This design comes from an exercise in tuning for small area on the open sky130 flow, not from production work. Power and IR drop assume default switching activity.

==> v26: inputs <==
Design mtd_backend, start of the top module:
module mtd_backend(
    input           clk_i,
    input           rst_n_i,
    input           infrared_key,
    input           fft_opd,
    input  [11:0]   fft_idx,
    input  [7:0]    fft_xk_re,
    input  [7:0]    fft_xk_im,
    output reg      fault_detect_led,
    output          motor_pwm,
    output          uart_tx_o
);
==> module uart_screen_ctrl, before the edit <==
module uart_screen_ctrl(
    input       clk_i,
    input       rst_n_i,
    input       good_i,          
    input       bad_i,           
    output      uart_tx
);
localparam IDLE = 3'd0, GTXT = 3'd1, GCNT = 3'd2, BTXT = 3'd3,
           BCNT = 3'd4, TTXT = 3'd5, TCNT = 3'd6, ENDT = 3'd7;
reg [2:0] state;
reg [7:0] cnt;
reg       st_chg;        
reg       st_chg_d;      
reg       cnt_up;        
reg       uart_en;       
reg       cnt_finish;
reg       busy_t1, busy_t0;
reg [3:0] digit;         
reg [3:0] g_one, g_ten, b_one, b_ten, t_one, t_ten;    
wire uart_busy;
function [3:0] inc4(input [3:0] x);
    inc4 = {x[3] ^ (x[2] & x[1] & x[0]), x[2] ^ (x[1] & x[0]), x[1] ^ x[0], ~x[0]};
endfunction
function [7:0] bcd_inc(input [3:0] ten, input [3:0] one);
    if (one == 4'd9)
        bcd_inc = {(ten == 4'd9) ? 4'd0 : inc4(ten), 4'd0};
    else
        bcd_inc = {ten, inc4(one)};
endfunction
always @(posedge clk_i or negedge rst_n_i) begin
    if (!rst_n_i) begin
        {g_ten, g_one} <= 8'd0;
        {b_ten, b_one} <= 8'd0;
        {t_ten, t_one} <= 8'd0;
    end else begin
        if (good_i)
            {g_ten, g_one} <= bcd_inc(g_ten, g_one);
        if (bad_i)
            {b_ten, b_one} <= bcd_inc(b_ten, b_one);
        if (good_i | bad_i)
            {t_ten, t_one} <= bcd_inc(t_ten, t_one);
    end
end
reg [7:0] cnt_inc;
reg       ci;
integer   i;
always @(*) begin
    ci = 1'b1;
    for (i = 0; i < 8; i = i + 1) begin
        cnt_inc[i] = cnt[i] ^ ci;
        ci = ci & cnt[i];
    end
end
wire is_g   = (state == GCNT);
wire is_b   = (state == BCNT);
wire is_cnt = is_g | is_b | (state == TCNT);
wire [3:0] c_ten = is_g ? g_ten : is_b ? b_ten : t_ten;
wire [3:0] c_one = is_g ? g_one : is_b ? b_one : t_one;
wire       two   = (c_ten != 4'd0);
wire       tail  = (state == TTXT) | (state == ENDT);
reg [7:0] last_n;
always @(*) begin
    case (state)
        GTXT, BTXT, TTXT: last_n = 8'd29;
        ENDT:             last_n = 8'd16;
        default:          last_n = two ? 8'd2 : 8'd1;
    endcase
end
wire busy_negedge = busy_t0 & ~busy_t1;
wire last  = (cnt == last_n);
wire zero  = (cnt == 8'd0);
wire wrap  = &cnt;
reg [2:0] state_nx;
always @(*) begin
    state_nx = state;
    case (state)
        IDLE: if (good_i) state_nx = GTXT; else if (bad_i) state_nx = BTXT;
        GTXT: if (cnt_finish) state_nx = GCNT;
        GCNT: if (cnt_finish) state_nx = TTXT;
        BTXT: if (cnt_finish) state_nx = BCNT;
        BCNT: if (cnt_finish) state_nx = TTXT;
        TTXT: if (cnt_finish) state_nx = TCNT;
        TCNT: if (cnt_finish) state_nx = ENDT;
        ENDT: if (cnt_finish) state_nx = IDLE;
    endcase
end
reg [7:0] cnt_nx;
always @(*) begin
    if (state == IDLE)
        cnt_nx = 8'd0;
    else if (st_chg_d)
        cnt_nx = tail ? 8'd14 : 8'd1;
    else if (busy_negedge)
        cnt_nx = last ? 8'd0 : cnt_inc;
    else
        cnt_nx = cnt;
end
wire cnt_up_nx = (state != IDLE) & (st_chg_d ? zero : busy_negedge & ~last & ~wrap);
wire [3:0] code = two ? ((cnt == 8'd1) ? c_ten : (cnt == 8'd2) ? c_one : 4'hF)
                      : ((cnt == 8'd1) ? c_one : 4'hF);
always @(posedge clk_i or negedge rst_n_i) begin
    if (!rst_n_i) begin
        state <= IDLE;
        cnt <= 8'd0;
        st_chg <= 1'b0;
        st_chg_d <= 1'b0;
        cnt_up <= 1'b0;
        uart_en <= 1'b0;
        cnt_finish <= 1'b0;
        busy_t1 <= 1'b0;
        busy_t0 <= 1'b0;
        digit <= 4'd0;
    end else begin
        state <= state_nx;
        cnt <= cnt_nx;
        st_chg <= (state_nx != state);
        st_chg_d <= st_chg;
        cnt_up <= cnt_up_nx;
        uart_en <= cnt_up;
        cnt_finish <= (state != IDLE) & busy_negedge & last;
        busy_t1 <= uart_busy;
        busy_t0 <= busy_t1;
        if (uart_en)
            digit <= code;
    end
end
reg [7:0] txt;
always @(*) begin
    case (cnt[4:0])
        5'd1:  txt = 8'h74;
        5'd2:  txt = 8'h32;
        5'd3:  txt = 8'h2E;
        5'd4:  txt = 8'h74;
        5'd5:  txt = 8'h78;
        5'd6:  txt = 8'h74;
        5'd7:  txt = 8'h3D;
        5'd8:  txt = 8'h22;
        5'd9:  txt = (state == GTXT) ? 8'hC1 : 8'hB4;
        5'd10: txt = (state == GTXT) ? 8'hBC : 8'hCE;
        5'd11: txt = 8'hC6;
        5'd12: txt = 8'hB7;
        5'd13: txt = 8'h22;
        5'd14: txt = 8'hFF;
        5'd15: txt = 8'hFF;
        5'd16: txt = 8'hFF;
        5'd17: txt = 8'h70;
        5'd18: txt = 8'h61;
        5'd19: txt = 8'h67;
        5'd20: txt = 8'h65;
        5'd21: txt = 8'h33;
        5'd22: txt = 8'h2E;
        5'd23: txt = 8'h6E;
        5'd24: txt = (state == GTXT) ? 8'h37 : (state == BTXT) ? 8'h38 : 8'h36;
        5'd25: txt = 8'h2E;
        5'd26: txt = 8'h76;
        5'd27: txt = 8'h61;
        5'd28: txt = 8'h6C;
        5'd29: txt = 8'h3D;
        default: txt = 8'h00;
    endcase
    if (is_cnt)
        txt = (digit == 4'hF) ? 8'h00 : {4'h3, digit};
end
uart_send u_uart_send(
    .sys_clk(clk_i),
    .sys_rst_n(rst_n_i),
    .uart_en(uart_en),
    .uart_din(txt),
    .uart_tx_busy(uart_busy),
    .uart_txd(uart_tx)
);
endmodule
clock: 37.0 ns
lec_check: 0
abc_area: 1
cap_margin: 20
core_margin: 2
core_utilization: 40
slew_margin: 20
standard.sh (not shown) runs the stock make flow with config.mk's settings and CLKGATE_MAP_FILE= SYNTH_SCRIPT=/design/flow/synth_recipe.tcl, a recipe that flattens the netlist after the stock synthesis.
==> flow/flow/run.sh <==
#!/bin/bash
# Standard layout, with smaller port buffers and a clock tree without dummy loads.
cp standard.sh standard.sh.txt 2>/dev/null
export BUFFER_PORTS_ARGS="-buffer_cell sky130_fd_sc_hd__buf_1"
export CTS_ARGS="-sink_clustering_enable -repair_clock_nets -dont_use_dummy_load -buf_list sky130_fd_sc_hd__clkbuf_8"
bash standard.sh > standard.log 2>&1
==> v15: changes against v26 <==
--- a/flow/design.v
+++ b/flow/design.v
@@ -446,6 +446,6 @@
 reg       st_chg;        
 reg       st_chg_d;      
-reg       cnt_up;        
-reg       uart_en;       
+reg       cnt_chg;
+reg       cnt_chg_d;
 reg       cnt_finish;
 reg       busy_t1, busy_t0;
@@ -462,4 +462,14 @@
         bcd_inc = {ten, inc4(one)};
 endfunction
+reg [7:0] cnt_inc;
+reg       ci;
+integer   i;
+always @(*) begin
+    ci = 1'b1;
+    for (i = 0; i < 8; i = i + 1) begin
+        cnt_inc[i] = cnt[i] ^ ci;
+        ci = ci & cnt[i];
+    end
+end
 always @(posedge clk_i or negedge rst_n_i) begin
     if (!rst_n_i) begin
@@ -476,33 +486,21 @@
     end
 end
-reg [7:0] cnt_inc;
-reg       ci;
-integer   i;
-always @(*) begin
-    ci = 1'b1;
-    for (i = 0; i < 8; i = i + 1) begin
-        cnt_inc[i] = cnt[i] ^ ci;
-        ci = ci & cnt[i];
-    end
-end
-wire is_g   = (state == GCNT);
-wire is_b   = (state == BCNT);
-wire is_cnt = is_g | is_b | (state == TCNT);
+wire is_g = (state == GCNT);
+wire is_b = (state == BCNT);
 wire [3:0] c_ten = is_g ? g_ten : is_b ? b_ten : t_ten;
 wire [3:0] c_one = is_g ? g_one : is_b ? b_one : t_one;
 wire       two   = (c_ten != 4'd0);
-wire       tail  = (state == TTXT) | (state == ENDT);
+wire       is_cnt = is_g | is_b | (state == TCNT);
 reg [7:0] last_n;
 always @(*) begin
     case (state)
-        GTXT, BTXT, TTXT: last_n = 8'd29;
-        ENDT:             last_n = 8'd16;
-        default:          last_n = two ? 8'd2 : 8'd1;
+        GTXT, BTXT: last_n = 8'd29;
+        TTXT:       last_n = 8'd16;
+        ENDT:       last_n = 8'd3;
+        default:    last_n = two ? 8'd2 : 8'd1;
     endcase
 end
 wire busy_negedge = busy_t0 & ~busy_t1;
-wire last  = (cnt == last_n);
-wire zero  = (cnt == 8'd0);
-wire wrap  = &cnt;
+wire last = (cnt == last_n);
 reg [2:0] state_nx;
 always @(*) begin
@@ -524,5 +522,5 @@
         cnt_nx = 8'd0;
     else if (st_chg_d)
-        cnt_nx = tail ? 8'd14 : 8'd1;
+        cnt_nx = 8'd1;
     else if (busy_negedge)
         cnt_nx = last ? 8'd0 : cnt_inc;
@@ -530,5 +528,5 @@
         cnt_nx = cnt;
 end
-wire cnt_up_nx = (state != IDLE) & (st_chg_d ? zero : busy_negedge & ~last & ~wrap);
+wire uart_en = (cnt != 8'd0) & cnt_chg_d;
 wire [3:0] code = two ? ((cnt == 8'd1) ? c_ten : (cnt == 8'd2) ? c_one : 4'hF)
                       : ((cnt == 8'd1) ? c_one : 4'hF);
@@ -539,6 +537,6 @@
         st_chg <= 1'b0;
         st_chg_d <= 1'b0;
-        cnt_up <= 1'b0;
-        uart_en <= 1'b0;
+        cnt_chg <= 1'b0;
+        cnt_chg_d <= 1'b0;
         cnt_finish <= 1'b0;
         busy_t1 <= 1'b0;
@@ -550,6 +548,6 @@
         st_chg <= (state_nx != state);
         st_chg_d <= st_chg;
-        cnt_up <= cnt_up_nx;
-        uart_en <= cnt_up;
+        cnt_chg <= (cnt_nx != cnt);
+        cnt_chg_d <= cnt_chg;
         cnt_finish <= (state != IDLE) & busy_negedge & last;
         busy_t1 <= uart_busy;
@@ -561,38 +559,64 @@
 reg [7:0] txt;
 always @(*) begin
-    case (cnt[4:0])
-        5'd1:  txt = 8'h74;
-        5'd2:  txt = 8'h32;
-        5'd3:  txt = 8'h2E;
-        5'd4:  txt = 8'h74;
-        5'd5:  txt = 8'h78;
-        5'd6:  txt = 8'h74;
-        5'd7:  txt = 8'h3D;
-        5'd8:  txt = 8'h22;
-        5'd9:  txt = (state == GTXT) ? 8'hC1 : 8'hB4;
-        5'd10: txt = (state == GTXT) ? 8'hBC : 8'hCE;
-        5'd11: txt = 8'hC6;
-        5'd12: txt = 8'hB7;
-        5'd13: txt = 8'h22;
-        5'd14: txt = 8'hFF;
-        5'd15: txt = 8'hFF;
-        5'd16: txt = 8'hFF;
-        5'd17: txt = 8'h70;
-        5'd18: txt = 8'h61;
-        5'd19: txt = 8'h67;
-        5'd20: txt = 8'h65;
-        5'd21: txt = 8'h33;
-        5'd22: txt = 8'h2E;
-        5'd23: txt = 8'h6E;
-        5'd24: txt = (state == GTXT) ? 8'h37 : (state == BTXT) ? 8'h38 : 8'h36;
-        5'd25: txt = 8'h2E;
-        5'd26: txt = 8'h76;
-        5'd27: txt = 8'h61;
-        5'd28: txt = 8'h6C;
-        5'd29: txt = 8'h3D;
-        default: txt = 8'h00;
+    txt = 8'h00;
+    case (state)
+        GTXT, BTXT:
+            case (cnt)
+                8'd1:  txt = 8'h74;
+                8'd2:  txt = 8'h32;
+                8'd3:  txt = 8'h2E;
+                8'd4:  txt = 8'h74;
+                8'd5:  txt = 8'h78;
+                8'd6:  txt = 8'h74;
+                8'd7:  txt = 8'h3D;
+                8'd8:  txt = 8'h22;
+                8'd9:  txt = (state == GTXT) ? 8'hC1 : 8'hB4;
+                8'd10: txt = (state == GTXT) ? 8'hBC : 8'hCE;
+                8'd11: txt = 8'hC6;
+                8'd12: txt = 8'hB7;
+                8'd13: txt = 8'h22;
+                8'd14: txt = 8'hFF;
+                8'd15: txt = 8'hFF;
+                8'd16: txt = 8'hFF;
+                8'd17: txt = 8'h70;
+                8'd18: txt = 8'h61;
+                8'd19: txt = 8'h67;
+                8'd20: txt = 8'h65;
+                8'd21: txt = 8'h33;
+                8'd22: txt = 8'h2E;
+                8'd23: txt = 8'h6E;
+                8'd24: txt = (state == GTXT) ? 8'h37 : 8'h38;
+                8'd25: txt = 8'h2E;
+                8'd26: txt = 8'h76;
+                8'd27: txt = 8'h61;
+                8'd28: txt = 8'h6C;
+                8'd29: txt = 8'h3D;
+                default: txt = 8'h00;
+            endcase
+        TTXT:
+            case (cnt)
+                8'd1:  txt = 8'hFF;
+                8'd2:  txt = 8'hFF;
+                8'd3:  txt = 8'hFF;
+                8'd4:  txt = 8'h70;
+                8'd5:  txt = 8'h61;
+                8'd6:  txt = 8'h67;
+                8'd7:  txt = 8'h65;
+                8'd8:  txt = 8'h33;
+                8'd9:  txt = 8'h2E;
+                8'd10: txt = 8'h6E;
+                8'd11: txt = 8'h36;
+                8'd12: txt = 8'h2E;
+                8'd13: txt = 8'h76;
+                8'd14: txt = 8'h61;
+                8'd15: txt = 8'h6C;
+                8'd16: txt = 8'h3D;
+                default: txt = 8'h00;
+            endcase
+        ENDT:
+            txt = 8'hFF;
+        default:
+            txt = (digit == 4'hF) ? 8'h00 : {4'h3, digit};
     endcase
-    if (is_cnt)
-        txt = (digit == 4'hF) ? 8'h00 : {4'h3, digit};
 end
 uart_send u_uart_send(
==> flow/run.sh (new file) <==
#!/bin/bash
# synth_recipe.tcl (not shown) runs the flow's synth.tcl, then flattens the netlist and writes it again
# the make line also repeats each setting of config.mk as NAME=value (left out here)
make -C /OpenROAD-flow-scripts/flow DESIGN_CONFIG=/design/flow/config.mk WORK_HOME=/design/flow/orfs CLKGATE_MAP_FILE= SYNTH_SCRIPT=/design/flow/synth_recipe.tcl finish
ABC_AREA = unset   (was 1)
removed: flow/flow/run.sh
removed: flow/standard.sh
==> comparison table <==
| quantity | v26 | v15 |
|---|---|---|
| Status | complete, no violations | complete, no violations |
| Part of the power in combinational logic | 0.448 | 0.410 |
| Mux contribution to synthesized area | 0 | 0.02234 |
| Post-route design area | 10,190 µm² | 11,170 µm² |
| Simple-gate share of the synthesized area | 0.1906 | 0.2071 |
| Worst setup endpoint | u_fault_detect_top.u_fault_detect.max_amp[1]$_DFFE_PN0P_ | u_fault_detect_top.u_fault_detect.max_inb$_DFFE_PN0P_ |
| Endpoint required time on the critical path | 37.33 ns | 37.31 ns |
| Routed len/inst | 12.24 µm | 14.79 µm |
| Global routing usage summed across all routing layers | 0.1618 | 0.1685 |
| Number of cells in the finished layout apart from fillers | 1,510 | 1,385 |
| GR Util met2 | 0.2716 | 0.2714 |
| Origin of the critical flop-to-flop path | u_uart_screen_ctrl.state[0]$_DFF_PN0_ | u_uart_screen_ctrl.cnt[0]$_DFF_PN0_ |
| FF-to-FF End | u_uart_screen_ctrl.cnt[0]$_DFFE_PN0P_ | u_uart_screen_ctrl.u_uart_send.uart_txd$_DFF_PN1_ |
| Power density normalized to cell area | 55.08 nW/µm² | 60.88 nW/µm² |
| Post-Place Cells | 1,493 | 1,353 |
| CTS Root Buffer Type | clkbuf_8 | clkbuf_16 |
Function was not checked in any run of this note: the RTL went through the layout flow alone.

afterwards: timing with drivers on the ports:
The flow's constraints put no driver on any port. The routed layouts listed below were extracted and timed again, unchanged, in two steps.
Step 1 assumes that a clkbuf_16 drives the clock port and a buf_2 every other input.
Step 2 moves the port delays by t, midway between the first and last clock arrival at a register: inputs arrive t later, outputs are due t later. That takes back most of the time a late clock gives input paths.
Three values: no drivers, after step 1, after step 2; two values: the first two.
run	shift t [ns]	slack for setup (ns)	slew at the worst register clock pin (ns)
v26	0.468	23.334 / 23.356 / 22.888	0.09 / 0.09
v15	0.472	22.011 / 22.033 / 21.561	0.07 / 0.07
After both steps every run listed still meets setup and hold. For v15, which loses most, drivers alone change the setup slack by +0.022 ns; drivers and shift together by -0.450 ns.
